Background: an optimization exercise with open tools, aiming at small area, a short achievable clock period and few clock cycles per item. Do not read the settings as production practice.
RTL that was checked went through simulation tests only; none was proved equivalent to the original.
The RTL of runs 1 to 4, 7 and 8 was laid out without a check of its function.
Power and IR drop assume default switching activity.

==> design.v <==
`timescale 1ns/10ps
module ELA(clk, rst, in_data, data_rd, req, wen, addr, data_wr, done);
	input				clk;
	input				rst;
	input		[7:0]	in_data;
	input		[7:0]	data_rd;
	output	reg			req;
	output	reg			wen;
	output	reg	[9:0]	addr;
	output	reg	[7:0]	data_wr;
	output	reg			done;
	reg interp;		 
	reg rdD;		 
	reg ru;			 
	reg [7:0] a, b, d, e, f;	 
	reg [7:0] P, Q;	 
	reg [7:0] m, hs;
	reg edg;		 
	wire [8:0] v = {addr[9:6], addr[4:0]};
	reg  [8:0] inc;
	always @(*) begin
		if (!interp)
			inc = (!wen) ? 9'd0 : (&v) ? 9'd33 : 9'd1;
		else if (wen)
			inc = 9'd2;			 
		else if (rdD)
			inc = 9'd478;		 
		else
			inc = 9'd33;		 
	end
	wire [8:0] vn = v + inc;
	wire [8:0] t = {1'b0, P} - {1'b0, Q};
	wire [7:0] ad = t[8] ? -t[7:0] : t[7:0];
	wire [8:0] sm = {1'b0, P} + {1'b0, Q};
	wire [7:0] cs_s = P ^ Q ^ m;
	wire [7:0] cs_1 = (P & ~Q) | (P & ~m) | (~Q & ~m);
	wire [7:0] cs_2 = (Q & ~P) | (Q & ~m) | (~P & ~m);
	wire [9:0] r1 = {2'b0, cs_s} + {1'b0, cs_1, 1'b0} + 10'd2;
	wire [9:0] r2 = {2'b0, cs_s} + {1'b0, cs_2, 1'b0} + 10'd2;
	wire le = r1[9] | r2[9] | edg;
	wire edge_col = &addr[4:1];		 
	always @(posedge clk or posedge rst) begin
		if (rst) begin
			req <= 1'b0;
			wen <= 1'b0;
			interp <= 1'b0;
			rdD <= 1'b0;
			ru <= 1'b0;
			done <= 1'b0;
			addr <= 10'd0;
		end else begin
			req <= 1'b1;
			done <= done | (addr == 10'd959);
			if (!interp) begin
				ru <= req;
				wen <= ru;
				addr <= {vn[8:5], 1'b0, vn[4:0]};
				if (wen && (&v)) begin
					interp <= 1'b1;
					wen <= 1'b0;
					rdD <= 1'b1;
					ru <= 1'b0;
				end
			end else begin
				addr <= {vn[8:5], rdD, vn[4:0]};
				wen <= rdD;
				rdD <= ru;
				ru <= wen;
			end
		end
	end
	always @(posedge clk) begin
		data_wr <= le ? hs : sm[8:1];
		if (wen || !interp || !le) begin
			m <= ad;
			hs <= interp ? sm[8:1] : in_data;
		end
		if (!interp)
			edg <= 1'b1;
		else if (wen)
			edg <= edge_col;
		if (ru)
			P <= data_rd;
		else if (wen)
			P <= a;
		Q <= ru ? d : f;
		if (rdD) begin
			a <= b;
			b <= P;
			d <= e;
			e <= f;
			f <= data_rd;
		end
	end
endmodule
==> run.sh <==
#!/bin/bash
# synth_recipe.tcl (not shown) runs the flow's synth.tcl, then flattens the netlist and writes it again
# the make line also repeats each setting of config.mk as NAME=value (left out here)
make -C /OpenROAD-flow-scripts/flow DESIGN_CONFIG=/design/flow/config.mk WORK_HOME=/design/flow/orfs CLKGATE_MAP_FILE= SYNTH_SCRIPT=/design/flow/synth_recipe.tcl finish
==> config.mk <==
export PLATFORM = sky130hd
export DESIGN_NAME = ELA
export DESIGN_NICKNAME = ELA
export VERILOG_FILES = /design/flow/design.v
export SDC_FILE = /design/flow/constraint.sdc
export NUM_CORES = 4
export LEC_CHECK = 0
export CAP_MARGIN = 20
export CORE_MARGIN = 2
export CORE_UTILIZATION = 40
export SETUP_SLACK_MARGIN = 3.0
export SLEW_MARGIN = 20
==> constraint.sdc <==
create_clock -name core_clock -period 6.0 [get_ports {clk}]
set_input_delay 1.2000 -clock core_clock [delete_from_list [all_inputs] [get_ports {clk}]]
set_output_delay 1.2000 -clock core_clock [all_outputs]
set_load 0.01 [all_outputs]
==> run notes, run 1 <==
status timing/DRC/antenna clean; peak supply drop 0.213 mV; Core Rows 41; top cell type's share of synthesized area 37.3%; Detail Route Antenna Nets 0; Slew @ Worst Pin 0.807 ns; Fin Setup TNS 0 ns; Fin. Hold Viols 0; DR iter-0 viols 136; ratio of cells with drive above 1 in the final layout 14.6%; Pwr Density 314 nW/um^2; via/cell ratio 4.78; # nets final 548; Area growth syn-to-layout 21.5%; CTS tree built; CTS sink cnt 97; commonest cells in the netlist edfxtp_1 (64), ha_1 (53), inv_1 (48); most used flip-flop cell after synthesis edfxtp_1; CP arrival 3.14 ns; H-Tree Depth 3; pin count of the biggest net entering global routing 46; Mapped Area 5150 um^2; Max Fclk 0.345 GHz; Multi-input gate area 2380 um^2; Setup crit end kind flop; most common cell in the netlist edfxtp_1; Yosys Warn Count 1; root cell of the clock tree clkbuf_16; CP Class flop to flop; CP Launch Type flop; Netlist cell types 45; total number of vias 3044; Tot Pwr 1970 uW; clk_skew 0.00884 ns; Tcrit/Tclk final 48.3%; Core Area 12600 um^2; top area cells in the synthesized netlist edfxtp_1 (37%), ha_1 (13%), dfrtp_1 (7.8%); die area 13800 um^2; RePlAce Congestion 0.846; count of buffers from port buffering 38; Mapped Cells 404; Congestion Overflow GR 0; register area 2670 um^2; Leak 0.00260 uW; clk latency of the worst-skew pair 0.35 ns; WHS 0.421 ns; Slew Limit Fails 0; syn nets 492; first-pass GRT wire length 16200 um; Core Util, Final 49.8%; Die Height 117 um; drt drc 0; Longest Clk Path Bufs 2; Final Setup Violations 0; crit-path max FO 5; Final min period 2.90 ns; Slew headroom 46.2%; Ports 39; syn avg cell area 12.7 um^2; initial antenna violation count 0; WL/cell 15.0 um; dpl hpwl 6890 um; max-cap viol count 0; initial core utilization 41.0%; fraction of registers with async set/reset 16.5%; Chip Width 117 um; CTS buffer count 9; GRT Total Usage 15.0%; Post-synth EDFFs 64; clock-pin slew on the worst setup and hold paths 0.07 ns; register area share after synthesis 51.7%; RSZ-0062 raised after global routing false; ant diodes 0; drt first pass iters 4; Synth area leader edfxtp_1; Hold-fix buffers, CTS 0; CP required 6.24 ns; # fillers 1114; hold crit path type flop to flop; #FFs+latches synth 97; vias in the first global route 3285; Total Wirelength 9560 um
-- final timing paths --
check	startpoint	end	slack, ns	cells past startpoint
worst max-delay path	P[6]	data_wr[6]	3.10	12
min in group asynchronous	rst	addr[9]	1.22	2
max in group asynchronous	rst	interp	4.31	2
worst min-delay path	b[4]	a[4]	0.42	0
worst max register to register	P[6]	data_wr[6]	3.10	12
worst min register to register	b[4]	a[4]	0.42	0
-- repair_timing --
action	in CTS	in global routing
cloned	0	1
setup buffers	4	7
resized for setup	0	15
pin swaps	0	2
setup endpoints to repair	17	27
-- sequential cells by signal (all words and copies together), names as in the netlist, 8 cells and up --
name	cells
hs	8
addr	10
f	8
e	8
d	8
a	8
data_wr	8
m	8
P	8
Q	8
b	8
-- power breakdown --
part / switching [uW] / internal, uW
logic: 268 / 269
clock network: 243 / 365
registers: 53.5 / 767
total: 564 / 1400
-- layer usage --
metal	vias to the layer above	routed length (um)	part of all wire (%)	track usage, %
met5	-	0	0	0
met4	0	172	1.8	4.52
met3	11	369	3.9	5.11
met2	52	4840	51	25.5
met1	1481	4180	44	18.0
li1	1500	-	-	-
-- layout make-up --
cell class	count	share of cell area, %
flip-flops and latches	97	42.7
repair buffers	50	7.84
well taps	172	3.44
clock inverters	7	1.50
inverters	48	2.88
multi-input cells	254	38.1
clock buffers	9	3.60
-- cell usage in the layout (no fill, tap or decap), types with 3 or more instances in the layout --
cell and n:
a21oi_1 18, nand3_1 3, dfrtp_1 15, edfxtp_1 64
clkbuf_16 9, inv_1 44, ha_1 50, mux2i_1 8
nand4_1 3, ha_4 3, nor2b_1 6, xor2_1 10
nand2_1 5, nand2b_1 3, buf_4 9, fa_1 16
or3_1 3, o21a_1 4, dfxtp_1 16, xnor2_1 19
mux2_2 18, clkdlybuf4s50_1 38, o21ai_0 7, inv_2 4
o21bai_1 4, a21o_1 6, nor3_1 4, nor2_1 31
-- cells by family (layout without fill, tap and decap cells) --
logic type      after synthesis  count (layout)  synth area share, %
flops                        97              97                 51.7
fa+ha+maj                    70              70                 19.5
simple gates                 67              68                 6.25
compound gates               59              59                 7.75
buf+inv                      54             114                 3.99
xor+xnor                     29              29                 4.93
mux                          27              27                 5.79
other cells                   1               1               0.0729
-- worst max-delay path, cell delays in order, from the launching register on --
cell and delay [ns]:
edfxtp_1 0.40, buf_4 0.17, fa_2 0.39, inv_1 0.07, ha_1 0.23, ha_1 0.30
nand3_1 0.09, nand4_1 0.13, a221oi_4 0.22, o21ai_2 0.10, a31oi_4 0.23, buf_6 0.17
mux2_4 0.29
-- metrics by stage --
stage	cell area [um^2]	cells	worst slack, ns
6_report	6250	637	3.10
5_1_grt	6250	637	2.98
4_1_cts	6110	629	3.00
3_5_place_dp	5760	609	2.71
3_3_place_gp	5760	609	2.78
2_1_floorplan	5180	404	3.00
==> inputs of run 2 (changes only) <==
--- a/design.v
+++ b/design.v
@@ -14,7 +14,8 @@
 	reg ru;			 
 	reg [7:0] a, b, d, e, f;	 
 	reg [7:0] P, Q;	 
-	reg [7:0] m, hs;
+	reg [8:0] m;
+	reg [7:0] hs;
 	reg edg;		 
 	wire [8:0] v = {addr[9:6], addr[4:0]};
 	reg  [8:0] inc;
@@ -30,14 +31,26 @@
 	end
 	wire [8:0] vn = v + inc;
 	wire [8:0] t = {1'b0, P} - {1'b0, Q};
-	wire [7:0] ad = t[8] ? -t[7:0] : t[7:0];
 	wire [8:0] sm = {1'b0, P} + {1'b0, Q};
-	wire [7:0] cs_s = P ^ Q ^ m;
-	wire [7:0] cs_1 = (P & ~Q) | (P & ~m) | (~Q & ~m);
-	wire [7:0] cs_2 = (Q & ~P) | (Q & ~m) | (~P & ~m);
-	wire [9:0] r1 = {2'b0, cs_s} + {1'b0, cs_1, 1'b0} + 10'd2;
-	wire [9:0] r2 = {2'b0, cs_s} + {1'b0, cs_2, 1'b0} + 10'd2;
-	wire le = r1[9] | r2[9] | edg;
+	wire [7:0] X = m[8] ? m[7:0] : ~m[7:0];
+	wire [7:0] cs_s = P ^ ~Q ^ X;
+	wire [7:0] cs_1 = (P & ~Q) | (P & X) | (~Q & X);
+	wire [7:0] cs_2 = (~P & Q) | (~P & X) | (Q & X);
+	wire [8:0] y1 = {cs_1, ~m[8]};
+	wire [8:0] y2 = {cs_2, ~m[8]};
+	reg c1, c2;
+	integer i;
+	always @(*) begin
+		c1 = 1'b1;
+		c2 = 1'b1;
+		for (i = 0; i < 8; i = i + 1) begin
+			c1 = (cs_s[i] & y1[i]) | ((cs_s[i] | y1[i]) & c1);
+			c2 = (cs_s[i] & y2[i]) | ((cs_s[i] | y2[i]) & c2);
+		end
+		c1 = y1[8] & c1;
+		c2 = y2[8] & c2;
+	end
+	wire le = c1 | c2 | edg;
 	wire edge_col = &addr[4:1];		 
 	always @(posedge clk or posedge rst) begin
 		if (rst) begin
@@ -72,7 +85,7 @@
 	always @(posedge clk) begin
 		data_wr <= le ? hs : sm[8:1];
 		if (wen || !interp || !le) begin
-			m <= ad;
+			m <= t;
 			hs <= interp ? sm[8:1] : in_data;
 		end
 		if (!interp)
--- a/config.mk
+++ b/config.mk
@@ -8,5 +8,5 @@
 export CAP_MARGIN = 20
 export CORE_MARGIN = 2
 export CORE_UTILIZATION = 40
-export SETUP_SLACK_MARGIN = 3.0
+export SETUP_SLACK_MARGIN = 3.4
 export SLEW_MARGIN = 20
==> run notes, run 2 <==
DR iter-0 viols 178 (was 136); Setup crit end kind flop (unchanged); R2R Setup Slk 2.94 ns (was 3.10 ns); WL/cell 15.9 um (was 15.0 um); #FFs+latches synth 98 (was 97); Multi-input gate area 2150 um^2 (was 2380 um^2); r2r startpoint m[8] (was P[6]); internal power 1310 uW (was 1400 uW); max incr delay on CP 0.52 ns (was 0.40 ns); RePlAce Congestion 0.896 (was 0.846); fraction of registers with async set/reset 16.3% (was 16.5%); Fin Setup TNS 0 ns (unchanged); Final min period 3.06 ns (was 2.90 ns); Die Height 115 um (was 117 um); Biggest register addr (unchanged); Core Rows 40 (was 41); clk_skew 0.0103 ns (was 0.00884 ns); Synth area leader edfxtp_1 (unchanged); Detail Route Antenna Nets 0 (unchanged); most common cell in the netlist edfxtp_1 (unchanged); Slew @ Worst Pin 0.798 ns (was 0.807 ns); CTS buffer count 9 (unchanged); count of buffers from port buffering 38 (unchanged); top cell type's share of synthesized area 39.7% (was 37.3%); RSZ-0062 raised after global routing true (was false); # nets final 501 (was 548); hold-critical path depth 0 (unchanged); GRT Total Usage 15.7% (was 15.0%); H-Tree Depth 3 (unchanged); sequential share of power 45.2% (was 41.8%); Gate power share 23.3% (was 27.3%); # fillers 1043 (was 1114); syn nets 439 (was 492); Largest regs addr (10), m (9); Mapped Area 4910 um^2 (was 5150 um^2); register area share after synthesis 54.8% (was 51.7%); switching power 495 uW (was 564 uW); commonest non-fill, non-tap cells in the layout edfxtp_1 (65), inv_1 (46), clkdlybuf4s50_1 (38), ha_1 (31) (was edfxtp_1 (64), ha_1 (50), inv_1 (44), clkdlybuf4s50_1 (38), nor2_1 (31)); syn avg cell area 13.3 um^2 (was 12.7 um^2); CP required 6.05 ns (was 6.24 ns); drt drc 0 (unchanged); CP max stage cell fa_1 (was edfxtp_1); number of flip-flops under the largest register name 10 (unchanged); Slew Limit Fails 0 (unchanged); CP arrival 3.11 ns (was 3.14 ns); hold crit path type flop to flop (unchanged); Ports 39 (unchanged); Leak 0.00245 uW (was 0.00260 uW); dpl hpwl 6430 um (was 6890 um); CP Class flop to flop (unchanged); Tcrit/Tclk final 51.0% (was 48.3%); Netlist cell types 51 (was 45); reg2reg path depth 8 (was 12); via/cell ratio 4.87 (was 4.78); start point of the worst hold path b[6] (was b[4]); CTS tree built (unchanged); Congestion Overflow GR 0 (unchanged); most used flip-flop cell after synthesis edfxtp_1 (unchanged); Hold EP a[6] (was a[4]); most common cell after layout, fill and taps aside edfxtp_1 (unchanged); initial antenna violation count 0 (unchanged); WHS 0.418 ns (was 0.421 ns); commonest cells in the netlist edfxtp_1 (65), inv_1 (47), ha_1 (32) (was edfxtp_1 (64), ha_1 (53), inv_1 (48)); total number of vias 2846 (was 3044); Clock power frac 31.5% (was 30.9%); Yosys Warn Count 1 (unchanged); Slew headroom 46.8% (was 46.2%); clock-pin slew on the worst setup and hold paths 0.07 ns (about the same); Chip Width 115 um (was 117 um); root cell of the clock tree clkbuf_16 (unchanged); CTS sink cnt 98 (was 97); Mapped Cells 370 (was 404); Longest Clk Path Bufs 2 (unchanged); ratio of cells with drive above 1 in the final layout 18.5% (was 14.6%); Post-synth EDFFs 65 (was 64); peak supply drop 0.182 mV (was 0.213 mV); die area 13200 um^2 (was 13800 um^2); pin count of the biggest net entering global routing 23 (was 46); status timing/DRC/antenna clean (unchanged); initial core utilization 40.9% (was 41.0%); Max Fclk 0.327 GHz (was 0.345 GHz); Area growth syn-to-layout 23.5% (was 21.5%); worst path cell trace buf_12 -> xnor2_2 -> fa_1 -> a222oi_1 -> o21ai_1 -> a221o_1 -> a221oi_4 -> nand2b_4 (was buf_4 -> fa_2 -> inv_1 -> ha_1 -> ha_1 -> nand3_1 -> nand4_1 -> a221oi_4 -> o21ai_2 -> a31oi_4 -> buf_6 -> mux2_4); first-pass GRT wire length 15500 um (was 16200 um); vias in the first global route 3085 (was 3285); switch share 27.5% (was 28.7%); ant diodes 0 (unchanged); crit-path max FO 9 (was 5); clk latency of the worst-skew pair 0.35 ns (about the same); Pwr Density 297 nW/um^2 (was 314 nW/um^2); Fin. Hold Viols 0 (unchanged); drt first pass iters 4 (unchanged); Core Area 12000 um^2 (was 12600 um^2); Total Wirelength 9270 um (was 9560 um); top area cells in the synthesized netlist edfxtp_1 (40%), dfrtp_1 (8.2%), ha_1 (8.2%) (was edfxtp_1 (37%), ha_1 (13%), dfrtp_1 (7.8%)); Final Setup Violations 0 (unchanged); reg2reg end m[0] (was data_wr[6]); CP Launch Type flop (unchanged); register area 2700 um^2 (was 2670 um^2); max-cap viol count 0 (unchanged)
## run 2: worst max path at each step
stage               start          to  slack, ns  depth (start not counted)
global placement     m[8]       hs[0]       2.10                          7
CTS                  m[8]        m[0]       2.94                          9
global route         m[8]  data_wr[0]       2.79                         11
floorplan            m[8]       hs[0]       2.82                          9
finish               m[8]        m[0]       2.94                          8
detailed placement   m[8]        m[1]       2.05                          8
## run 2: cell type report
class | count | area share, %
Inverter | 47 | 2.91
Timing Repair Buffer | 55 | 9.24
Multi-Input combinational cell | 221 | 35.4
Sequential cell | 98 | 44.5
Tap cell | 147 | 3.03
Clock buffer | 9 | 3.71
Clock inverter | 7 | 1.16
## run 2: power groups by stage
| stage | registers [uW] | logic [uW] | clock network, uW |
|---|---|---|---|
| 3_5_place_dp | 835 | 397 | 0 |
| 5_1_grt | 821 | 467 | 612 |
| 6_report | 814 | 419 | 568 |
| 3_3_place_gp | 836 | 384 | 0 |
| 4_1_cts | 815 | 419 | 590 |
| 2_1_floorplan | 828 | 274 | 0 |
## run 2: routing by layer
metal / global-route usage (%) / routed length, um / vias up
li1: - / - / 1395
met3: 5.01 / 354 / 14
met1: 19.9 / 4180 / 1396
met4: 4.26 / 140 / 0
met2: 26.0 / 4590 / 41
met5: 0 / 0 / -
## run 2: critical path, delay by kind of cell, from the launching register on
| family | cells | cell delay, ns |
|---|---|---|
| AOI/OAI and AO/OA | 4 | 1.12 |
| xor gates and xnor gates | 1 | 0.22 |
| adders and majority gates | 1 | 0.52 |
| buffers and inverters | 1 | 0.19 |
| DFF | 1 | 0.42 |
| and+or+nand+nor | 1 | 0.27 |
## run 2: cell families (layout without fill, tap and decap cells)
logic type      Yosys count  in the layout  synth area share [%]
other cells               1              1                0.0764
simple gates             53             54                  5.61
mux                      27             27                  6.17
flops                    98             98                  54.8
compound gates           61             61                  8.41
fa+ha+maj                53             53                  16.3
buf+inv                  52            118                  4.13
xor+xnor                 25             25                  4.46
## run 2: through the flow
step / setup slack (ns) / total power (uW) / area (um^2) / utilization (%) / instances
floorplan: 2.82 / 1100 / 5010 / - / 370
global placement: 2.10 / 1220 / 5540 / 46.1 / 550
detailed placement: 2.05 / 1230 / 5540 / 46.1 / 550
CTS: 2.94 / 1820 / 6010 / 50.0 / 579
global route: 2.79 / 1900 / 6070 / 50.5 / 584
finish: 2.94 / 1800 / 6070 / 50.5 / 584
## run 2: what timing repair did
item / in CTS / in global routing
gates resized for setup: 10 / 10
pin swaps: 1 / 3
setup buffers: 12 / 5
setup endpoints to repair: 30 / 31
hold buffers: 0 / 0
cloned: 1 / 0
==> inputs of run 3 (changes only) <==
--- a/config.mk
+++ b/config.mk
@@ -8,5 +8,5 @@
 export CAP_MARGIN = 20
 export CORE_MARGIN = 2
 export CORE_UTILIZATION = 40
-export SETUP_SLACK_MARGIN = 3.4
+export SETUP_SLACK_MARGIN = 3.0
 export SLEW_MARGIN = 20
==> run notes, run 3 <==
status timing/DRC/antenna clean (unchanged); setup slack after layout 2.91 ns (was 2.94 ns); Gate power share 24.3% (was 23.3%); most common cell in the netlist edfxtp_1 (unchanged); worst path cell trace buf_12 -> xnor2_4 -> fa_1 -> nor2b_4 -> o32ai_2 -> o21ai_1 -> a221o_1 -> a221oi_4 -> nand2b_4 (was buf_12 -> xnor2_2 -> fa_1 -> a222oi_1 -> o21ai_1 -> a221o_1 -> a221oi_4 -> nand2b_4); RSZ-0062 raised after global routing true (unchanged); GRT Total Usage 15.2% (was 15.7%); CP Launch Type flop (unchanged); met1 usage 18.9% (was 19.9%); Critical Path Stages 9 (was 8); CTS buffer count 9 (unchanged); CP Class flop to flop (unchanged); RePlAce Congestion 0.885 (was 0.896); H-Tree Depth 3 (unchanged); Final min period 3.09 ns (was 3.06 ns); most used flip-flop cell after synthesis edfxtp_1 (unchanged); Tcrit/Tclk final 51.5% (was 51.0%); switching power 493 uW (was 495 uW); max incr delay on CP 0.51 ns (was 0.52 ns); GRT met2 Usage 25.6% (was 26.0%); Setup crit end kind flop (unchanged); Fin. Hold Viols 0 (unchanged); pin count of the biggest net entering global routing 46 (was 23); grt met3 use 3.64% (was 5.01%); Slew Limit Fails 0 (unchanged); peak supply drop 0.200 mV (was 0.182 mV); #FFs+latches synth 98 (unchanged); CTS tree built (unchanged); hold crit path type flop to flop (unchanged); Total Wirelength 9230 um (was 9270 um); Core Area 12000 um^2 (unchanged); syn avg cell area 13.3 um^2 (unchanged); Longest Clk Path Bufs 2 (unchanged); top area cells in the synthesized netlist edfxtp_1 (40%), dfrtp_1 (8.2%), ha_1 (8.2%) (unchanged); Post-synth EDFFs 65 (unchanged); GR peak layer met2 (unchanged); Congestion Overflow GR 0 (unchanged); CP max stage cell fa_1 (unchanged); Chip Width 115 um (unchanged); ratio of cells with drive above 1 in the final layout 17.0% (was 18.5%); syn nets 439 (unchanged); sequential share of power 44.6% (was 45.2%); Slew @ Worst Pin 0.800 ns (was 0.798 ns); # nets final 499 (was 501); CP bufs+invs 1 (unchanged); Leak 0.00245 uW (about the same); CP arrival 3.13 ns (was 3.11 ns); # fillers 1066 (was 1043); Fin Setup TNS 0 ns (unchanged); vias in the first global route 2924 (was 3085); register area share after synthesis 54.8% (unchanged); top cell type's share of synthesized area 39.7% (unchanged); crit-path max FO 9 (unchanged); drt drc 0 (unchanged); Synth area leader edfxtp_1 (unchanged); clk_skew 0.00792 ns (was 0.0103 ns); CTS sink cnt 98 (unchanged); max-cap viol count 0 (unchanged); WL/cell 15.9 um (about the same); Max Fclk 0.324 GHz (was 0.327 GHz); Largest regs addr (10), m (9) (unchanged); switch share 26.9% (was 27.5%); dpl hpwl 6490 um (was 6430 um); reg2reg path depth 9 (was 8); ant diodes 0 (unchanged); die area 13200 um^2 (unchanged); Ports 39 (unchanged); Tot Pwr 1830 uW (was 1800 uW); commonest non-fill, non-tap cells in the layout edfxtp_1 (65), inv_1 (46), clkdlybuf4s50_1 (38), ha_1 (32) (was edfxtp_1 (65), inv_1 (46), clkdlybuf4s50_1 (38), ha_1 (31)); commonest cells in the netlist edfxtp_1 (65), inv_1 (47), ha_1 (32) (unchanged); Core Rows 40 (unchanged); Yosys Warn Count 1 (unchanged); hold-critical path depth 0 (unchanged); Clock power frac 31.1% (was 31.5%); number of flip-flops under the largest register name 10 (unchanged); fraction of registers with async set/reset 16.3% (unchanged); clock-pin slew on the worst setup and hold paths 0.06 ns (was 0.07 ns); critical path's top delay family compound AO/OA/AOI/OAI gates (unchanged); Mapped Cells 370 (unchanged); Slew headroom 46.7% (was 46.8%); first-pass GRT wire length 15000 um (was 15500 um); DR iter-0 viols 157 (was 178); Netlist cell types 51 (unchanged); internal power 1340 uW (was 1310 uW); drt first pass iters 5 (was 4); root cell of the clock tree clkbuf_16 (unchanged); Die Height 115 um (unchanged); total number of vias 2834 (was 2846); initial antenna violation count 0 (unchanged); CP required 6.05 ns (about the same); initial core utilization 40.9% (unchanged); count of buffers from port buffering 38 (unchanged); Detail Route Antenna Nets 0 (unchanged); Mapped Area 4910 um^2 (unchanged); most common cell after layout, fill and taps aside edfxtp_1 (unchanged); Pwr Density 303 nW/um^2 (was 297 nW/um^2); clk latency of the worst-skew pair 0.35 ns (about the same); via/cell ratio 4.87 (about the same); Area growth syn-to-layout 23.3% (was 23.5%); Final Setup Violations 0 (unchanged); Biggest register addr (unchanged); post-place setup slack 2.02 ns (was 2.05 ns)
==> run 3: cell counts after synthesis <==
Identical to the previous run, type by type.
==> run 3: worst reg2reg max path, cell delays in order, from the launching register on <==
cell and delay [ns]:
edfxtp_1 0.43, buf_12 0.18, xnor2_4 0.16, fa_1 0.51, nor2b_4 0.15, o32ai_2 0.25, o21ai_1 0.09, a221o_1 0.37
a221oi_4 0.37, nand2b_4 0.28
==> run 3: cell families after synthesis <==
kind of cell	after synthesis	share of synthesized area, %
XOR/XNOR	25	4.46
adder cells (fa/ha/maj)	53	16.3
flip-flops	98	54.8
AO/OA/AOI/OAI	61	8.41
buffers and inverters	52	4.13
other	1	0.0764
multiplexers	27	6.17
AND/OR/NAND/NOR	53	5.61
==> run 3: worst paths after layout <==
check	startpoint	to	slack (ns)
max in group asynchronous	rst	interp	4.32
setup reg to reg	m[8]	m[0]	2.91
hold / removal	b[7]	a[7]	0.42
setup / recovery	m[8]	m[0]	2.91
min in group asynchronous	rst	req	1.22
hold reg to reg	b[7]	a[7]	0.42
==> run 3: per-stage QoR <==
| step | hold slack (ns) | instances | util (%) | cell area [um^2] |
|---|---|---|---|---|
| 2_1_floorplan | 0.400 | 370 | - | 5010 |
| 3_3_place_gp | 0.401 | 550 | 46.1 | 5540 |
| 3_5_place_dp | 0.405 | 550 | 46.1 | 5540 |
| 4_1_cts | 0.421 | 576 | 49.7 | 5970 |
| 5_1_grt | 0.428 | 582 | 50.4 | 6050 |
| 6_report | 0.420 | 582 | 50.4 | 6050 |
==> run 3: final cells by class <==
cell class,instances,area (um^2),area share [%]
flip-flops and latches,98,2700,44.6
multi-input cells,221,2170,35.8
repair buffers,53,534,8.83
clock buffers,13,250,4.13
well taps,147,184,3.04
clock inverters,3,41.3,0.682
inverters,47,176,2.91
==> run 3: metal layers <==
metal	part of all wire, %	wire length [um]
met5	0	0
met4	2.0	184
met3	2.8	262
met2	49	4570
met1	46	4210
==> run 3: power groups by stage <==
stage / logic, uW / clock network, uW / registers (uW)
2_1_floorplan: 274 / 0 / 828
3_3_place_gp: 385 / 0 / 837
3_5_place_dp: 392 / 0 / 837
4_1_cts: 430 / 587 / 818
5_1_grt: 490 / 610 / 824
6_report: 445 / 570 / 817
==> run 3: timing repair <==
item,in CTS,in global routing
endpoints found under the setup margin,28,28
gates cloned,1,0
buffers inserted,9,6
hold endpoints to repair,0,0
pin swaps,1,7
hold buffers,0,0
gates resized for setup,10,7
==> inputs of run 4 (changes only) <==
--- a/design.v
+++ b/design.v
@@ -12,7 +12,8 @@
 	reg interp;		 
 	reg rdD;		 
 	reg ru;			 
-	reg [7:0] a, b, d, e, f;	 
+	reg [7:0] a;		 
+	reg [7:0] d, e, f;	 
 	reg [7:0] P, Q;	 
 	reg [8:0] m;
 	reg [7:0] hs;
@@ -94,12 +95,12 @@
 			edg <= edge_col;
 		if (ru)
 			P <= data_rd;
-		else if (wen)
+		else if (wen) begin
 			P <= a;
+			a <= P;
+		end
 		Q <= ru ? d : f;
 		if (rdD) begin
-			a <= b;
-			b <= P;
 			d <= e;
 			e <= f;
 			f <= data_rd;
==> run notes, run 4 <==
Tcrit/Tclk final 49.2% (was 51.5%); sequential share of power 44.6% (about the same); peak supply drop 0.180 mV (was 0.200 mV); Fin. Hold Viols 0 (unchanged); Total Wirelength 8750 um (was 9230 um); Yosys Warn Count 1 (unchanged); Setup crit end kind flop (unchanged); switch share 28.7% (was 26.9%); internal power 1220 uW (was 1340 uW); first-pass GRT wire length 14500 um (was 15000 um); Final Setup Violations 0 (unchanged); crit-path max FO 9 (unchanged); Biggest register addr (unchanged); placed cell area 5240 um^2 (was 5540 um^2); ant diodes 0 (unchanged); R2R Setup Slk 3.05 ns (was 2.91 ns); DR iter-0 viols 114 (was 157); max-cap viol count 0 (unchanged); CP required 6.23 ns (was 6.05 ns); Fin Setup TNS 0 ns (unchanged); Slew headroom 48.0% (was 46.7%); dpl hpwl 6260 um (was 6490 um); Die Height 112 um (was 115 um); via/cell ratio 5.01 (was 4.87); count of buffers from port buffering 38 (unchanged); number of flip-flops under the largest register name 10 (unchanged); RSZ-0062 raised after global routing true (unchanged); fraction of registers with async set/reset 17.8% (was 16.3%); register area share after synthesis 52.4% (was 54.8%); Area growth syn-to-layout 20.0% (was 23.3%); clk_skew 0.00555 ns (was 0.00792 ns); clock-pin slew on the worst setup and hold paths 0.06 ns (about the same); most used flip-flop cell after synthesis edfxtp_1 (unchanged); Critical Path End data_wr[6] (was m[0]); crit path from m[8] (unchanged); post-place setup slack 2.54 ns (was 2.02 ns); CTS buffer count 9 (unchanged); commonest cells in the netlist edfxtp_1 (57), inv_1 (46), ha_1 (32) (was edfxtp_1 (65), inv_1 (47), ha_1 (32)); syn avg cell area 12.8 um^2 (was 13.3 um^2); most common cell in the netlist edfxtp_1 (unchanged); # fillers 1048 (was 1066); syn nets 434 (was 439); Mapped Cells 365 (was 370); hold-critical path depth 0 (unchanged); Detail Route Antenna Nets 0 (unchanged); total number of vias 2827 (was 2834); pin count of the biggest net entering global routing 29 (was 46); Core Rows 39 (was 40); CP arrival 3.18 ns (was 3.13 ns); Longest Clk Path Bufs 2 (unchanged); r2r startpoint m[8] (unchanged); clk latency of the worst-skew pair 0.34 ns (was 0.35 ns); CP Class flop to flop (unchanged); Hold-fix buffers, CTS 0 (unchanged); Pwr Density 303 nW/um^2 (about the same); post-route cell area 5620 um^2 (was 6050 um^2); #FFs+latches synth 90 (was 98); Core Area 11400 um^2 (was 12000 um^2); Synth area leader edfxtp_1 (unchanged); vias in the first global route 2995 (was 2924); hold crit path type flop to flop (unchanged); Post-synth EDFFs 57 (was 65); Chip Width 112 um (was 115 um); register area 2450 um^2 (was 2700 um^2); Largest regs addr (10), m (9) (unchanged); CP Launch Type flop (unchanged); setup slack after layout 3.05 ns (was 2.91 ns); initial core utilization 41.0% (was 40.9%); # nets final 485 (was 499); Mapped Area 4680 um^2 (was 4910 um^2); top cell type's share of synthesized area 36.5% (was 39.7%); Congestion Overflow GR 0 (unchanged); Final min period 2.95 ns (was 3.09 ns); die area 12600 um^2 (was 13200 um^2); reg2reg path depth 10 (was 9); initial antenna violation count 0 (unchanged); Slew Limit Fails 0 (unchanged); most common cell after layout, fill and taps aside edfxtp_1 (unchanged); drt drc 0 (unchanged); Max Fclk 0.339 GHz (was 0.324 GHz); CTS tree built (unchanged); top area cells in the synthesized netlist edfxtp_1 (37%), dfrtp_1 (8.5%), ha_1 (8.5%) (was edfxtp_1 (40%), dfrtp_1 (8.2%), ha_1 (8.2%)); Netlist cell types 51 (unchanged); switching power 488 uW (was 493 uW); WL/cell 15.5 um (was 15.9 um); commonest non-fill, non-tap cells in the layout edfxtp_1 (57), inv_1 (46), clkdlybuf4s50_1 (38), ha_1 (32), fa_1 (19) (was edfxtp_1 (65), inv_1 (46), clkdlybuf4s50_1 (38), ha_1 (32)); status timing/DRC/antenna clean (unchanged); CTS sink cnt 90 (was 98); Gate power share 25.9% (was 24.3%); GRT Total Usage 14.8% (was 15.2%); Multi-input gate area 2110 um^2 (was 2170 um^2); reg2reg end data_wr[6] (was m[0]); drt first pass iters 4 (was 5); ratio of cells with drive above 1 in the final layout 13.5% (was 17.0%); root cell of the clock tree clkbuf_16 (unchanged); RePlAce Congestion 0.834 (was 0.885); H-Tree Depth 3 (unchanged); Ports 39 (unchanged); Slew @ Worst Pin 0.780 ns (was 0.800 ns); Leak 0.00231 uW (was 0.00245 uW); Clock power frac 29.5% (was 31.1%)
-- run 4: cell families (layout without fill, tap and decap cells) --
family          Yosys count  count (layout)  share of synthesized area [%]
buf+inv                  51             106                           4.25
fa+ha+maj                53              53                           17.2
flops                    90              90                           52.4
other cells               1               1                         0.0801
xor+xnor                 25              25                           4.68
compound gates           60              60                           8.76
mux                      27              27                           6.47
simple gates             58              59                           6.25
-- run 4: how the worst min path moves through the flow --
stage | startpoint | endpoint
6_report | e[2] | d[2]
5_1_grt | e[2] | d[2]
4_1_cts | e[2] | d[2]
3_5_place_dp | e[2] | d[2]
3_3_place_gp | e[2] | d[2]
2_1_floorplan | e[0] | d[0]
-- run 4: timing repair --
item                       in CTS  in global routing
setup endpoints to repair      25                 27
cloned                          0                  1
buffers inserted                2                  3
resized for setup               0                 10
pin swaps                       1                  3
-- run 4: critical path, stage by stage (launching register included) --
cell      delay, ns
edfxtp_1       0.42
buf_12         0.18
xnor2_4        0.15
fa_1           0.54
nand2b_4       0.17
maj3_2         0.29
o211ai_1       0.11
a311oi_2       0.16
a211oi_4       0.32
buf_6          0.21
mux2_4         0.30
-- run 4: power groups by stage --
| stage | registers (uW) | logic [uW] | clock network, uW |
|---|---|---|---|
| finish | 760 | 442 | 503 |
| global route | 767 | 489 | 542 |
| CTS | 760 | 423 | 521 |
| detailed placement | 774 | 414 | 0 |
| global placement | 775 | 403 | 0 |
| floorplan | 769 | 286 | 0 |
-- run 4: metal layers --
| layer | part of all wire, % | GRT usage (%) | up-vias | wire length, um |
|---|---|---|---|---|
| met4 | 2.9 | 7.89 | 0 | 257 |
| met5 | 0 | 0 | - | 0 |
| met1 | 46 | 18.4 | 1404 | 4000 |
| met3 | 3.2 | 3.51 | 18 | 284 |
| li1 | - | - | 1349 | - |
| met2 | 48 | 24.1 | 56 | 4210 |
-- run 4: stage by stage --
stage,util (%),total power [uW],hold WS (ns),instances
after global routing,49.2,1800,0.429,564
after detailed placement,45.9,1190,0.405,542
after CTS,48.4,1700,0.418,560
after global placement,45.9,1180,0.402,542
final,49.2,1700,0.418,564
after floorplan,-,1050,0.400,365
-- run 4: area by class of cell --
class                      count  share of cell area [%]
sequential                    90                    43.7
timing repair buffer          44                    7.86
clock inverter                 6                   0.601
tap                          143                    3.18
clock buffer                  10                    4.07
inverter                      46                    3.07
multi-input combinational    225                    37.5
==> inputs of run 5 (changes only) <==
--- a/design.v
+++ b/design.v
@@ -33,12 +33,12 @@
 	wire [8:0] vn = v + inc;
 	wire [8:0] t = {1'b0, P} - {1'b0, Q};
 	wire [8:0] sm = {1'b0, P} + {1'b0, Q};
-	wire [7:0] X = m[8] ? m[7:0] : ~m[7:0];
+	wire [7:0] X = m[7:0];
 	wire [7:0] cs_s = P ^ ~Q ^ X;
 	wire [7:0] cs_1 = (P & ~Q) | (P & X) | (~Q & X);
 	wire [7:0] cs_2 = (~P & Q) | (~P & X) | (Q & X);
-	wire [8:0] y1 = {cs_1, ~m[8]};
-	wire [8:0] y2 = {cs_2, ~m[8]};
+	wire [8:0] y1 = {cs_1, m[8]};
+	wire [8:0] y2 = {cs_2, m[8]};
 	reg c1, c2;
 	integer i;
 	always @(*) begin
@@ -86,7 +86,7 @@
 	always @(posedge clk) begin
 		data_wr <= le ? hs : sm[8:1];
 		if (wen || !interp || !le) begin
-			m <= t;
+			m <= {~t[8], t[7:0] ^ {8{~t[8]}}};
 			hs <= interp ? sm[8:1] : in_data;
 		end
 		if (!interp)
--- a/config.mk
+++ b/config.mk
@@ -7,6 +7,6 @@
 export LEC_CHECK = 0
 export CAP_MARGIN = 20
 export CORE_MARGIN = 2
-export CORE_UTILIZATION = 40
+export CORE_UTILIZATION = 60
 export SETUP_SLACK_MARGIN = 3.0
 export SLEW_MARGIN = 20
==> run notes, run 5 <==
reg2reg path depth 7 (was 10); max-cap viol count 0 (unchanged); Post-synth EDFFs 57 (unchanged); Core Area 7730 um^2 (was 11400 um^2); ratio of cells with drive above 1 in the final layout 12.5% (was 13.5%); Final min period 2.87 ns (was 2.95 ns); CP arrival 2.92 ns (was 3.18 ns); Fin Setup TNS 0 ns (unchanged); Die Height 93.3 um (was 112 um); post-place setup slack 2.57 ns (was 2.54 ns); Slew Limit Fails 0 (unchanged); Final Setup Violations 0 (unchanged); Core Rows 32 (was 39); CTS sink cnt 90 (unchanged); crit-path max FO 17 (was 9); Hold-fix buffers, CTS 0 (unchanged); status timing/DRC/antenna clean (unchanged); syn nets 454 (was 434); CTS buffer count 9 (unchanged); via/cell ratio 5.37 (was 5.01); most common cell in the netlist edfxtp_1 (unchanged); clk latency of the worst-skew pair 0.37 ns (was 0.34 ns); syn avg cell area 12.4 um^2 (was 12.8 um^2); # nets final 497 (was 485); Chip Width 93.3 um (was 112 um); reg2reg end m[4] (was data_wr[6]); R2R Setup Slk 3.13 ns (was 3.05 ns); RePlAce Congestion 0.844 (was 0.834); clk_skew 0.0130 ns (was 0.00555 ns); die area 8700 um^2 (was 12600 um^2); #FFs+latches synth 90 (unchanged); r2r startpoint P[1] (was m[8]); commonest non-fill, non-tap cells in the layout edfxtp_1 (57), inv_1 (55), clkdlybuf4s50_1 (38), ha_1 (32), nor2_1 (23) (was edfxtp_1 (57), inv_1 (46), clkdlybuf4s50_1 (38), ha_1 (32), fa_1 (19)); Slew @ Worst Pin 0.857 ns (was 0.780 ns); Largest regs addr (10), m (9) (unchanged); GRT Total Usage 22.6% (was 14.8%); Core Util, Final 70.6% (was 49.2%); WHS 0.434 ns (was 0.418 ns); Setup Buffers After CTS 0 (was 2); Longest Clk Path Bufs 2 (unchanged); pin count of the biggest net entering global routing 25 (was 29); setup slack after layout 3.13 ns (was 3.05 ns); Fin. Hold Viols 0 (unchanged); Detail Route Antenna Nets 0 (unchanged); number of flip-flops under the largest register name 10 (unchanged); Leak 0.00227 uW (was 0.00231 uW); fraction of registers with async set/reset 17.8% (unchanged); CP Class flop to flop (unchanged); CP Launch Type flop (unchanged); Netlist cell types 52 (was 51); CTS tree built (unchanged); Biggest register addr (unchanged); Setup crit end kind flop (unchanged); drt drc 0 (unchanged); DR iter-0 viols 196 (was 114); root cell of the clock tree clkbuf_8 (was clkbuf_16); most common cell after layout, fill and taps aside edfxtp_1 (unchanged); Tcrit/Tclk final 47.9% (was 49.2%); total number of vias 2875 (was 2827); Max Fclk 0.348 GHz (was 0.339 GHz); Slew headroom 42.9% (was 48.0%); top cell type's share of synthesized area 35.8% (was 36.5%); post-route cell area 5460 um^2 (was 5620 um^2); CP required 6.05 ns (was 6.23 ns); first-pass GRT wire length 14800 um (was 14500 um); Synth area leader edfxtp_1 (unchanged); hold crit path type flop to flop (unchanged); Congestion Overflow GR 0 (unchanged); Critical Path End m[4] (was data_wr[6]); register area share after synthesis 51.3% (was 52.4%); placed cell area 5260 um^2 (was 5240 um^2); post-cts resize count 4 (was 0); most used flip-flop cell after synthesis edfxtp_1 (unchanged); Pwr Density 287 nW/um^2 (was 303 nW/um^2); count of buffers from port buffering 38 (unchanged); dpl hpwl 6510 um (was 6260 um); peak supply drop 0.233 mV (was 0.180 mV); Ports 39 (unchanged); initial antenna violation count 0 (unchanged); H-Tree Depth 3 (unchanged); Total Wirelength 8830 um (was 8750 um); Area growth syn-to-layout 14.1% (was 20.0%); vias in the first global route 2929 (was 2995); Mapped Cells 385 (was 365); Yosys Warn Count 1 (unchanged); drt first pass iters 7 (was 4); commonest cells in the netlist edfxtp_1 (57), inv_1 (55), ha_1 (32) (was edfxtp_1 (57), inv_1 (46), ha_1 (32)); ant diodes 0 (unchanged); initial core utilization 61.9% (was 41.0%); clock-pin slew on the worst setup and hold paths 0.09 ns (was 0.06 ns); WL/cell 16.5 um (was 15.5 um); RSZ-0062 raised after global routing true (unchanged); crit path from P[1] (was m[8]); top area cells in the synthesized netlist edfxtp_1 (36%), dfrtp_1 (8.4%), ha_1 (8.4%) (was edfxtp_1 (37%), dfrtp_1 (8.5%), ha_1 (8.5%)); Mapped Area 4780 um^2 (was 4680 um^2)
## run 5: logic make-up (layout without fill, tap and decap cells)
group | Yosys count | after routing | synth area share (%)
AO/OA/AOI/OAI | 63 | 63 | 9.00
other | 1 | 1 | 0.0784
flip-flops | 90 | 90 | 51.3
buffers and inverters | 62 | 110 | 5.05
AND/OR/NAND/NOR | 64 | 64 | 6.93
adder cells (fa/ha/maj) | 52 | 52 | 16.6
XOR/XNOR | 25 | 25 | 4.58
multiplexers | 28 | 28 | 6.54
## run 5: metrics by stage
step           power, uW  instances
6_report            1560        535
3_5_place_dp        1190        519
5_1_grt             1650        535
4_1_cts             1570        535
2_1_floorplan       1050        385
3_3_place_gp        1190        519
## run 5: worst max-delay path, cell delays in order, from the launching register on
cell	delay (ns)
edfxtp_1	0.50
inv_1	0.17
fa_1	0.55
maj3_2	0.33
o21ai_1	0.12
a21oi_1	0.08
and4b_2	0.47
nand2b_4	0.34
## run 5: layer usage
layer,vias to the layer above,share of wire [%],global-route usage [%]
met4,0,0.74,4.78
met1,1409,48,32.4
li1,1386,-,-
met2,75,47,35.1
met3,5,4.2,5.88
met5,-,0,0
## run 5: worst min-delay path by stage
stage          start   end  slack, ns  depth (start not counted)
3_5_place_dp    e[5]  d[5]       0.41                          0
4_1_cts         e[1]  d[1]       0.43                          0
6_report        e[5]  d[5]       0.43                          0
2_1_floorplan   e[0]  d[0]       0.40                          0
5_1_grt         e[1]  d[1]       0.45                          0
3_3_place_gp    e[7]  d[7]       0.40                          0
## run 5: report_power, final
group / internal [uW] / switching, uW / total (uW)
clock: 156 / 222 / 378
sequential: 720 / 48.1 / 768
combinational: 207 / 211 / 418
## run 5: final cells by class
class	count	area (um^2)
fill	569	2270
inverter	55	206
multi-input combinational	233	2110
clock inverter	6	47.5
clock buffer	10	128
sequential	90	2460
tap	102	128
timing repair buffer	39	388
Testbench counts of run 5, summed over its fixed seeds: cycles 94,128, frames 48.
==> inputs of run 6 (changes only) <==
--- a/config.mk
+++ b/config.mk
@@ -7,6 +7,6 @@
 export LEC_CHECK = 0
 export CAP_MARGIN = 20
 export CORE_MARGIN = 2
-export CORE_UTILIZATION = 60
+export CORE_UTILIZATION = 40
 export SETUP_SLACK_MARGIN = 3.0
 export SLEW_MARGIN = 20
==> run notes, run 6 <==
Slew headroom 46.8% (was 42.9%); CTS sink cnt 90 (unchanged); Biggest register addr (unchanged); Post-synth EDFFs 57 (unchanged); hold crit path type flop to flop (unchanged); Area growth syn-to-layout 18.0% (was 14.1%); R2R Setup Slk 3.08 ns (was 3.13 ns); H-Tree Depth 3 (unchanged); Yosys Warn Count 1 (unchanged); initial antenna violation count 0 (unchanged); peak supply drop 0.219 mV (was 0.233 mV); RePlAce Congestion 0.877 (was 0.844); fraction of registers with async set/reset 17.8% (unchanged); placed cell area 5310 um^2 (was 5260 um^2); via/cell ratio 4.98 (was 5.37); Fin. Hold Viols 0 (unchanged); dpl hpwl 6410 um (was 6510 um); syn nets 454 (unchanged); Congestion Overflow GR 0 (unchanged); Core Rows 39 (was 32); drt drc 0 (unchanged); die area 12800 um^2 (was 8700 um^2); CP Class flop to flop (unchanged); Die Height 113 um (was 93.3 um); CP Launch Type flop (unchanged); syn avg cell area 12.4 um^2 (unchanged); CP arrival 2.94 ns (was 2.92 ns); pin count of the biggest net entering global routing 30 (was 25); Netlist cell types 52 (unchanged); number of flip-flops under the largest register name 10 (unchanged); Total Wirelength 8900 um (was 8830 um); Fin Setup TNS 0 ns (unchanged); commonest cells in the netlist edfxtp_1 (57), inv_1 (55), ha_1 (32) (unchanged); Pwr Density 313 nW/um^2 (was 287 nW/um^2); top area cells in the synthesized netlist edfxtp_1 (36%), dfrtp_1 (8.4%), ha_1 (8.4%) (unchanged); Mapped Area 4780 um^2 (unchanged); Leak 0.00231 uW (was 0.00227 uW); Longest Clk Path Bufs 2 (unchanged); total number of vias 2869 (was 2875); clock-pin slew on the worst setup and hold paths 0.07 ns (was 0.09 ns); Ports 39 (unchanged); GRT Total Usage 15.2% (was 22.6%); clk_skew 0.00745 ns (was 0.0130 ns); register area share after synthesis 51.3% (unchanged); Tcrit/Tclk final 48.6% (was 47.9%); WL/cell 15.5 um (was 16.5 um); DR iter-0 viols 145 (was 196); CP required 6.02 ns (was 6.05 ns); Synth area leader edfxtp_1 (unchanged); ratio of cells with drive above 1 in the final layout 12.9% (was 12.5%); drt first pass iters 5 (was 7); Setup Buffers After CTS 0 (unchanged); top cell type's share of synthesized area 35.8% (unchanged); # fillers 1032 (was 569); Final Setup Violations 0 (unchanged); CTS tree built (unchanged); #FFs+latches synth 90 (unchanged); clk latency of the worst-skew pair 0.34 ns (was 0.37 ns); crit-path max FO 10 (was 17); Slew Limit Fails 0 (unchanged); commonest non-fill, non-tap cells in the layout edfxtp_1 (57), inv_1 (55), clkdlybuf4s50_1 (38), ha_1 (32), nor2_1 (23) (unchanged); max-cap viol count 0 (unchanged); post-place setup slack 2.49 ns (was 2.57 ns); most used flip-flop cell after synthesis edfxtp_1 (unchanged); vias in the first global route 3086 (was 2929); RSZ-0062 raised after global routing true (unchanged); ant diodes 0 (unchanged); Final min period 2.92 ns (was 2.87 ns); setup slack after layout 3.08 ns (was 3.13 ns); # nets final 497 (unchanged); first-pass GRT wire length 15300 um (was 14800 um); Largest regs addr (10), m (9) (unchanged); Mapped Cells 385 (unchanged); root cell of the clock tree clkbuf_16 (was clkbuf_8); post-route cell area 5650 um^2 (was 5460 um^2); Core Area 11600 um^2 (was 7730 um^2); most common cell after layout, fill and taps aside edfxtp_1 (unchanged); count of buffers from port buffering 38 (unchanged); Tot Pwr 1770 uW (was 1560 uW); initial core utilization 41.4% (was 61.9%); Slew @ Worst Pin 0.798 ns (was 0.857 ns); Setup crit end kind flop (unchanged); most common cell in the netlist edfxtp_1 (unchanged); Detail Route Antenna Nets 0 (unchanged); CTS buffer count 9 (unchanged); Hold-fix buffers, CTS 0 (unchanged); Chip Width 113 um (was 93.3 um); status timing/DRC/antenna clean (unchanged); Max Fclk 0.343 GHz (was 0.348 GHz)
==> run 6: changes by cell type in the layout (fill, tap and decap cells not counted), moves of 2 or more <==
cell	change
clkinvlp_4	+2
clkinv_4	-2
clkbuf_8	-9
inv_4	-2
clkbuf_16	+9
==> run 6: power breakdown <==
part           internal (uW)  switching (uW)  total, uW
Sequential               720            47.9        768
Combinational            206             211        416
Clock                    330             251        581
Total                   1260             510       1770
==> run 6: metal layers <==
layer  vias to the layer above  track usage, %  routed length (um)
met2                        62            25.8                4370
met4                         0            4.31                  74
met1                      1413            19.3                4180
li1                       1388               -                   -
met5                         -               0                   0
met3                         6            3.75                 282
==> run 6: final timing paths <==
| check | start | end | depth (start not counted) |
|---|---|---|---|
| min in group asynchronous | rst | addr[7] | 2 |
| setup / recovery | P[1] | m[5] | 7 |
| setup reg to reg | P[1] | m[5] | 7 |
| hold / removal | e[7] | d[7] | 0 |
| hold reg to reg | e[7] | d[7] | 0 |
| max in group asynchronous | rst | interp | 2 |
==> run 6: metrics by stage <==
| stage | hold slack (ns) | std cells | utilization, % |
|---|---|---|---|
| finish | 0.421 | 576 | 48.8 |
| global route | 0.429 | 576 | 48.8 |
| CTS | 0.424 | 575 | 48.7 |
| detailed placement | 0.408 | 559 | 45.9 |
| global placement | 0.404 | 559 | 45.9 |
| floorplan | 0.400 | 385 | - |
==> run 6: what timing repair did <==
item,in CTS,in global routing
gates resized for setup,5,3
setup endpoints to repair,20,19
cloned,0,1
==> run 6: worst max-delay path, cell delays in order, from the launching register on <==
cell      delay (ns)
edfxtp_1        0.49
inv_1           0.16
fa_1            0.54
maj3_2          0.34
o21ai_1         0.13
a21oi_1         0.08
and4b_2         0.50
nand2b_2        0.35
==> run 6: layout make-up <==
type	count	area, um^2	share of cell area, %
Multi-Input combinational cell	234	2110	37.5
Timing Repair Buffer	38	380	6.74
Inverter	55	206	3.66
Tap cell	143	179	3.17
Clock buffer	9	225	3.99
Clock inverter	7	82.6	1.46
Sequential cell	90	2460	43.5
==> run 6: kinds of logic (layout without fill, tap and decap cells) <==
group / Yosys count / in the layout / synth area share, %
and+or+nand+nor: 64 / 65 / 6.93
other: 1 / 1 / 0.0784
adders and majority gates: 52 / 52 / 16.6
buffers and inverters: 62 / 109 / 5.05
AOI/OAI and AO/OA: 63 / 63 / 9.00
muxes: 28 / 28 / 6.54
xor gates and xnor gates: 25 / 25 / 4.58
DFF: 90 / 90 / 51.3
==> inputs of run 7 (changes only) <==
--- a/design.v
+++ b/design.v
@@ -16,7 +16,6 @@
 	reg [7:0] d, e, f;	 
 	reg [7:0] P, Q;	 
 	reg [8:0] m;
-	reg [7:0] hs;
 	reg edg;		 
 	wire [8:0] v = {addr[9:6], addr[4:0]};
 	reg  [8:0] inc;
@@ -66,8 +65,7 @@
 			req <= 1'b1;
 			done <= done | (addr == 10'd959);
 			if (!interp) begin
-				ru <= req;
-				wen <= ru;
+				wen <= req;
 				addr <= {vn[8:5], 1'b0, vn[4:0]};
 				if (wen && (&v)) begin
 					interp <= 1'b1;
@@ -84,14 +82,11 @@
 		end
 	end
 	always @(posedge clk) begin
-		data_wr <= le ? hs : sm[8:1];
 		if (wen || !interp || !le) begin
 			m <= {~t[8], t[7:0] ^ {8{~t[8]}}};
-			hs <= interp ? sm[8:1] : in_data;
+			data_wr <= interp ? sm[8:1] : in_data;
 		end
-		if (!interp)
-			edg <= 1'b1;
-		else if (wen)
+		if (wen)
 			edg <= edge_col;
 		if (ru)
 			P <= data_rd;
==> run notes, run 7 <==
Mapped Area 4640 um^2 (was 4780 um^2); Tcrit/Tclk final 45.8% (was 48.6%); clk latency of the worst-skew pair 0.34 ns (about the same); first-pass GRT wire length 15100 um (was 15300 um); register area 2310 um^2 (was 2460 um^2); top area cells in the synthesized netlist edfxtp_1 (38%), dfrtp_1 (8.6%), ha_1 (8.6%) (was edfxtp_1 (36%), dfrtp_1 (8.4%), ha_1 (8.4%)); clock-pin slew on the worst setup and hold paths 0.06 ns (was 0.07 ns); # fillers 1008 (was 1032); Slew @ Worst Pin 0.769 ns (was 0.798 ns); Longest Clk Path Bufs 2 (unchanged); top cell type's share of synthesized area 37.5% (was 35.8%); Chip Width 112 um (was 113 um); syn avg cell area 12.4 um^2 (about the same); Hold-fix buffers, CTS 0 (unchanged); Core Area 11400 um^2 (was 11600 um^2); CP required 6.05 ns (was 6.02 ns); drt first pass iters 5 (unchanged); Ports 39 (unchanged); count of buffers from port buffering 38 (unchanged); CTS buffer count 9 (unchanged); #FFs+latches synth 82 (was 90); RePlAce Congestion 0.832 (was 0.877); root cell of the clock tree clkbuf_16 (unchanged); H-Tree Depth 3 (unchanged); Final Setup Violations 0 (unchanged); fraction of registers with async set/reset 19.5% (was 17.8%); CTS tree built (unchanged); initial core utilization 40.8% (was 41.4%); Slew headroom 48.6% (was 46.8%); Core Rows 39 (unchanged); Die Height 112 um (was 113 um); most used flip-flop cell after synthesis edfxtp_1 (unchanged); Largest regs addr (10), m (9) (unchanged); Netlist cell types 63 (was 52); number of flip-flops under the largest register name 10 (unchanged); CTS sink cnt 82 (was 90); Fin Setup TNS 0 ns (unchanged); ant diodes 0 (unchanged); most common cell after layout, fill and taps aside edfxtp_1 (unchanged); GRT Total Usage 15.5% (was 15.2%); DR iter-0 viols 124 (was 145); pin count of the biggest net entering global routing 29 (was 30); dpl hpwl 6420 um (was 6410 um); Multi-input gate area 2130 um^2 (was 2110 um^2); status timing/DRC/antenna clean (unchanged); most common cell in the netlist edfxtp_1 (unchanged); die area 12500 um^2 (was 12800 um^2); RSZ-0062 raised after global routing false (was true); Pwr Density 279 nW/um^2 (was 313 nW/um^2); via/cell ratio 5.06 (was 4.98); CP Launch Type flop (unchanged); commonest non-fill, non-tap cells in the layout edfxtp_1 (58), inv_1 (40), clkdlybuf4s50_1 (38), ha_1 (32), fa_1 (19) (was edfxtp_1 (57), inv_1 (55), clkdlybuf4s50_1 (38), ha_1 (32), nor2_1 (23)); Biggest register addr (unchanged); commonest cells in the netlist edfxtp_1 (58), inv_1 (40), ha_1 (32) (was edfxtp_1 (57), inv_1 (55), ha_1 (32)); ratio of cells with drive above 1 in the final layout 10.8% (was 12.9%); crit-path max FO 17 (was 10); peak supply drop 0.180 mV (was 0.219 mV); WL/cell 16.0 um (was 15.5 um); Total Wirelength 8970 um (was 8900 um); CP Class flop to flop (unchanged); Area growth syn-to-layout 17.8% (was 18.0%); vias in the first global route 2961 (was 3086); Congestion Overflow GR 0 (unchanged); post-place setup slack 2.68 ns (was 2.49 ns); Synth area leader edfxtp_1 (unchanged); register area share after synthesis 49.6% (was 51.3%); initial antenna violation count 0 (unchanged); setup slack after layout 3.25 ns (was 3.08 ns); Fin. Hold Viols 0 (unchanged); drt drc 0 (unchanged); Detail Route Antenna Nets 0 (unchanged); Yosys Warn Count 1 (unchanged); CP arrival 2.80 ns (was 2.94 ns); Max Fclk 0.364 GHz (was 0.343 GHz); total number of vias 2831 (was 2869); Final min period 2.75 ns (was 2.92 ns); # nets final 480 (was 497); Post-synth EDFFs 58 (was 57); hold crit path type flop to flop (unchanged); max-cap viol count 0 (unchanged); Leak 0.00217 uW (was 0.00231 uW); Slew Limit Fails 0 (unchanged); Setup crit end kind flop (unchanged); Mapped Cells 373 (was 385); syn nets 442 (was 454); clk_skew 0.00649 ns (was 0.00745 ns)
run 7: critical path, stage by stage, from the launching register on:
cell and delay [ns]:
edfxtp_1 0.50, inv_1 0.17, fa_1 0.55, a221oi_1 0.32, a221oi_1 0.12, o41a_1 0.47, o21bai_4 0.14, buf_12 0.17
run 7: logic make-up (layout without fill, tap and decap cells):
| logic type | count (synthesis) | after routing | share of synthesized area, % |
|---|---|---|---|
| mux | 19 | 19 | 4.53 |
| buf+inv | 52 | 95 | 4.77 |
| flops | 82 | 82 | 49.6 |
| other cells | 1 | 1 | 0.0808 |
| simple gates | 76 | 76 | 8.84 |
| compound gates | 70 | 70 | 11.0 |
| xor+xnor | 21 | 21 | 4.12 |
| fa+ha+maj | 52 | 52 | 17.0 |
run 7: layout make-up:
cell class              count  area share [%]
clock inverters             5            1.12
inverters                  40            2.74
flip-flops and latches     82            42.2
repair buffers             39            7.32
multi-input cells         239            38.9
clock buffers              11            4.44
well taps                 143            3.27
run 7: what timing repair did:
| item | CTS | global route |
|---|---|---|
| pin swaps | 1 | 0 |
| setup buffers | 1 | 0 |
| endpoints found under the setup margin | 19 | 1 |
| resized for setup | 3 | 1 |
run 7: worst paths after layout:
path                            from  endpoint  slack [ns]  cells after the start
max in group asynchronous        rst       rdD        4.26                      2
min in group asynchronous        rst   addr[0]        1.25                      2
worst min register to register  e[7]      d[7]        0.42                      0
worst min-delay path            e[7]      d[7]        0.42                      0
worst max register to register  P[1]      m[0]        3.25                      7
worst max-delay path            P[1]      m[0]        3.25                      7
run 7: metal layers:
layer,share of wire [%],routed length [um],GRT usage (%)
met5,0,0,0
met2,48,4270,24.1
met1,46,4080,20.0
met4,3.6,323,8.15
met3,3.3,293,4.14
run 7: report_power, final:
| group | switching, uW | total [uW] | internal [uW] |
|---|---|---|---|
| combinational | 135 | 276 | 141 |
| sequential | 33.4 | 682 | 649 |
| clock | 230 | 567 | 337 |
run 7: per-stage QoR:
stage / instances / area [um^2] / util (%) / power, uW / hold WS [ns]
3_5_place_dp: 542 / 5130 / 45.2 / 964 / 0.405
3_3_place_gp: 542 / 5130 / 45.2 / 961 / 0.403
5_1_grt: 559 / 5470 / 48.1 / 1600 / 0.424
4_1_cts: 559 / 5470 / 48.1 / 1540 / 0.416
2_1_floorplan: 373 / 4650 / - / 860 / 0.400
6_report: 559 / 5470 / 48.1 / 1530 / 0.419
==> inputs of run 8 (changes only) <==
--- a/config.mk
+++ b/config.mk
@@ -7,6 +7,6 @@
 export LEC_CHECK = 0
 export CAP_MARGIN = 20
 export CORE_MARGIN = 2
-export CORE_UTILIZATION = 40
+export CORE_UTILIZATION = 60
 export SETUP_SLACK_MARGIN = 3.0
 export SLEW_MARGIN = 20
==> run notes, run 8 <==
crit-path max FO 17 (unchanged); register area share after synthesis 49.6% (unchanged); Biggest register addr (unchanged); initial core utilization 61.0% (was 40.8%); fraction of registers with async set/reset 19.5% (unchanged); CTS sink cnt 82 (unchanged); post-route cell area 5340 um^2 (was 5470 um^2); ant diodes 0 (unchanged); Hold EP d[3] (was d[7]); Final min period 2.72 ns (was 2.75 ns); drt drc 0 (unchanged); Die Height 92.0 um (was 112 um); commonest cells in the netlist edfxtp_1 (58), inv_1 (40), ha_1 (32) (unchanged); CP Launch Type flop (unchanged); reg2reg end m[0] (unchanged); Longest Clk Path Bufs 2 (unchanged); Total Wirelength 8540 um (was 8970 um); Tot Pwr 1400 uW (was 1530 uW); vias in the first global route 2975 (was 2961); #FFs+latches synth 82 (unchanged); syn avg cell area 12.4 um^2 (unchanged); # fillers 567 (was 1008); Pwr Density 263 nW/um^2 (was 279 nW/um^2); total number of vias 2806 (was 2831); Setup crit end kind flop (unchanged); Max Fclk 0.368 GHz (was 0.364 GHz); max-cap viol count 0 (unchanged); first-pass GRT wire length 14300 um (was 15100 um); top area cells in the synthesized netlist edfxtp_1 (38%), dfrtp_1 (8.6%), ha_1 (8.6%) (unchanged); clk_skew 0.00689 ns (was 0.00649 ns); Slew Limit Fails 0 (unchanged); peak supply drop 0.149 mV (was 0.180 mV); RePlAce Congestion 0.833 (was 0.832); Mapped Cells 373 (unchanged); DR iter-0 viols 107 (was 124); WL/cell 16.5 um (was 16.0 um); root cell of the clock tree clkbuf_8 (was clkbuf_16); Detail Route Antenna Nets 0 (unchanged); Synth area leader edfxtp_1 (unchanged); via/cell ratio 5.42 (was 5.06); RSZ-0062 raised after global routing false (unchanged); clk latency of the worst-skew pair 0.35 ns (was 0.34 ns); CP Class flop to flop (unchanged); drt first pass iters 4 (was 5); Congestion Overflow GR 0 (unchanged); most frequent CP cell a221oi_1 (unchanged); commonest non-fill, non-tap cells in the layout edfxtp_1 (58), inv_1 (40), clkdlybuf4s50_1 (38), ha_1 (32), fa_1 (19) (unchanged); initial antenna violation count 0 (unchanged); Final Setup Violations 0 (unchanged); Slew @ Worst Pin 0.802 ns (was 0.769 ns); count of buffers from port buffering 38 (unchanged); hold crit path type flop to flop (unchanged); Ports 39 (unchanged); hold-critical path depth 0 (unchanged); Fin. Hold Viols 0 (unchanged); pin count of the biggest net entering global routing 29 (unchanged); CP arrival 2.78 ns (was 2.80 ns); Fin Setup TNS 0 ns (unchanged); most common cell in the netlist edfxtp_1 (unchanged); Leak 0.00213 uW (was 0.00217 uW); most used flip-flop cell after synthesis edfxtp_1 (unchanged); CTS buffer count 9 (unchanged); Hold-fix buffers, CTS 0 (unchanged); Yosys Warn Count 1 (unchanged); CP required 6.07 ns (was 6.05 ns); Chip Width 92.0 um (was 112 um); R2R Setup Slk 3.28 ns (was 3.25 ns); Area growth syn-to-layout 15.0% (was 17.8%); syn nets 442 (unchanged); r2r startpoint P[1] (unchanged); GRT Total Usage 22.3% (was 15.5%); placed cell area 5080 um^2 (was 5130 um^2); worst path cell trace inv_1 -> fa_1 -> a221oi_1 -> a221oi_1 -> o41a_1 -> o21bai_4 -> buf_12 (unchanged); Post-synth EDFFs 58 (unchanged); reg2reg path depth 7 (unchanged); Slew headroom 46.4% (was 48.6%); Core Rows 32 (was 39); status timing/DRC/antenna clean (unchanged); start point of the worst hold path e[3] (was e[7]); die area 8460 um^2 (was 12500 um^2); dpl hpwl 6270 um (was 6420 um); Core Area 7610 um^2 (was 11400 um^2); crit path from P[1] (unchanged); most common cell after layout, fill and taps aside edfxtp_1 (unchanged); Largest regs addr (10), m (9) (unchanged); number of flip-flops under the largest register name 10 (unchanged); H-Tree Depth 3 (unchanged); top cell type's share of synthesized area 37.5% (unchanged); CP max stage cell fa_1 (unchanged); # nets final 480 (unchanged); ratio of cells with drive above 1 in the final layout 11.1% (was 10.8%); Netlist cell types 63 (unchanged); Tcrit/Tclk final 45.3% (was 45.8%); clock-pin slew on the worst setup and hold paths 0.08 ns (was 0.06 ns); max incr delay on CP 0.54 ns (was 0.55 ns); CTS tree built (unchanged); Mapped Area 4640 um^2 (unchanged)
[run 8: cell count changes in the layout (fill, tap and decap cells not counted), sizes merged]
cell and change:
clkbuf -2, clkinv -1, inv +1, bufinv +1, clkinvlp +1
[run 8: stage by stage]
step	util, %	cells	hold WS (ns)	worst slack [ns]
final	70.2	518	0.426	3.28
after global routing	70.2	518	0.437	3.01
after CTS	69.9	517	0.428	3.00
after detailed placement	66.8	501	0.405	2.75
after global placement	66.8	501	0.402	2.83
after floorplan	-	373	0.400	3.17
[run 8: repair_timing]
item | CTS | global route
resized for setup | 3 | 2
endpoints found under the setup margin | 19 | 18
endpoints found under the hold margin | 0 | 0
buffers inserted | 0 | 1
pin swaps | 0 | 1
cloned | 0 | 0
[run 8: kinds of logic (layout without fill, tap and decap cells)]
kind of cell	count (synthesis)	in the layout	synth area share [%]
flops	82	82	49.6
simple gates	76	76	8.84
compound gates	70	70	11.0
fa+ha+maj	52	52	17.0
buf+inv	52	95	4.77
xor+xnor	21	21	4.12
mux	19	19	4.53
other cells	1	1	0.0808
[run 8: layout make-up]
cell class | instances | area [um^2] | area share (%)
clock inverter | 7 | 98.8 | 1.85
inverter | 40 | 150 | 2.81
tap | 102 | 128 | 2.39
multi-input combinational | 239 | 2130 | 39.9
timing repair buffer | 39 | 400 | 7.50
sequential | 82 | 2310 | 43.2
clock buffer | 9 | 124 | 2.32
[run 8: how the worst max path moves through the flow]
stage               cells past startpoint          to  slack, ns
floorplan                               6  data_wr[0]       3.17
CTS                                     6  data_wr[0]       3.00
finish                                  7        m[0]       3.28
global route                            8     addr[9]       3.01
detailed placement                      6  data_wr[1]       2.75
global placement                        6  data_wr[2]       2.83
[run 8: worst max-delay path, delay by kind of cell (launching register included)]
family                     cells  cell delay [ns]
DFF                            1             0.50
adders and majority gates      1             0.54
AOI/OAI and AO/OA              4             1.03
buffers and inverters          2             0.34
[run 8: power by group]
| group | total, uW | internal, uW | leakage, uW | switching, uW |
|---|---|---|---|---|
| combinational | 275 | 141 | 0.00119 | 134 |
| clock | 450 | 238 | 0.000111 | 212 |
| sequential | 680 | 648 | 0.000832 | 32.2 |
| total | 1400 | 1030 | 0.00213 | 378 |
[run 8: routing by layer]
metal	track usage (%)	vias up	share of wire [%]
li1	-	1375	-
met1	27.8	1342	43
met2	36.9	67	50
met3	5.42	22	3.3
met4	10.2	0	3.3
met5	0	-	0

static timing again, ports no longer ideal:
The flow's constraints put no driver on any port. The routed layouts listed below were extracted and timed again, unchanged, in two steps.
Step 1 sets driving cells, clkbuf_16 on the clock port and buf_2 on the other inputs (assumed; they add their load-dependent delay and slew).
Step 2 also shifts input and output timing later by t, the mid clock arrival at the registers, as if the neighbouring blocks saw the same clock.
Slacks: no drivers / after step 1 / after step 2; pairs: no drivers / after step 1.
| run | t (ns) | setup slack, ns | worst hold slack (ns) | worst setup path at the end | worst slew at a driven data input, ns |
|---|---|---|---|---|---|
| run 1 | 0.384 | 3.104 / 3.104 / 3.104 | 0.421 / 0.421 / 0.421 | register to register | 0.03 |
| run 2 | 0.386 | 2.943 / 2.943 / 2.943 | 0.418 / 0.418 / 0.418 | register to register | 0.04 |
| run 3 | 0.383 | 2.912 / 2.912 / 2.912 | 0.420 / 0.420 / 0.420 | register to register | 0.04 |
| run 4 | 0.380 | 3.050 / 3.050 / 3.050 | 0.418 / 0.418 / 0.418 | register to register | 0.03 |
| run 5 | 0.390 | 3.126 / 3.126 / 3.126 | 0.434 / 0.434 / 0.434 | register to register | 0.04 |
| run 6 | 0.373 | 3.083 / 3.083 / 3.083 | 0.421 / 0.421 / 0.421 | register to register | 0.03 |
| run 7 | 0.377 | 3.250 / 3.250 / 3.250 | 0.419 / 0.419 / 0.419 | register to register | 0.03 |
| run 8 | 0.383 | 3.281 / 3.281 / 3.281 | 0.426 / 0.426 / 0.426 | register to register | 0.04 |
After both steps setup and hold are still met in every run listed.
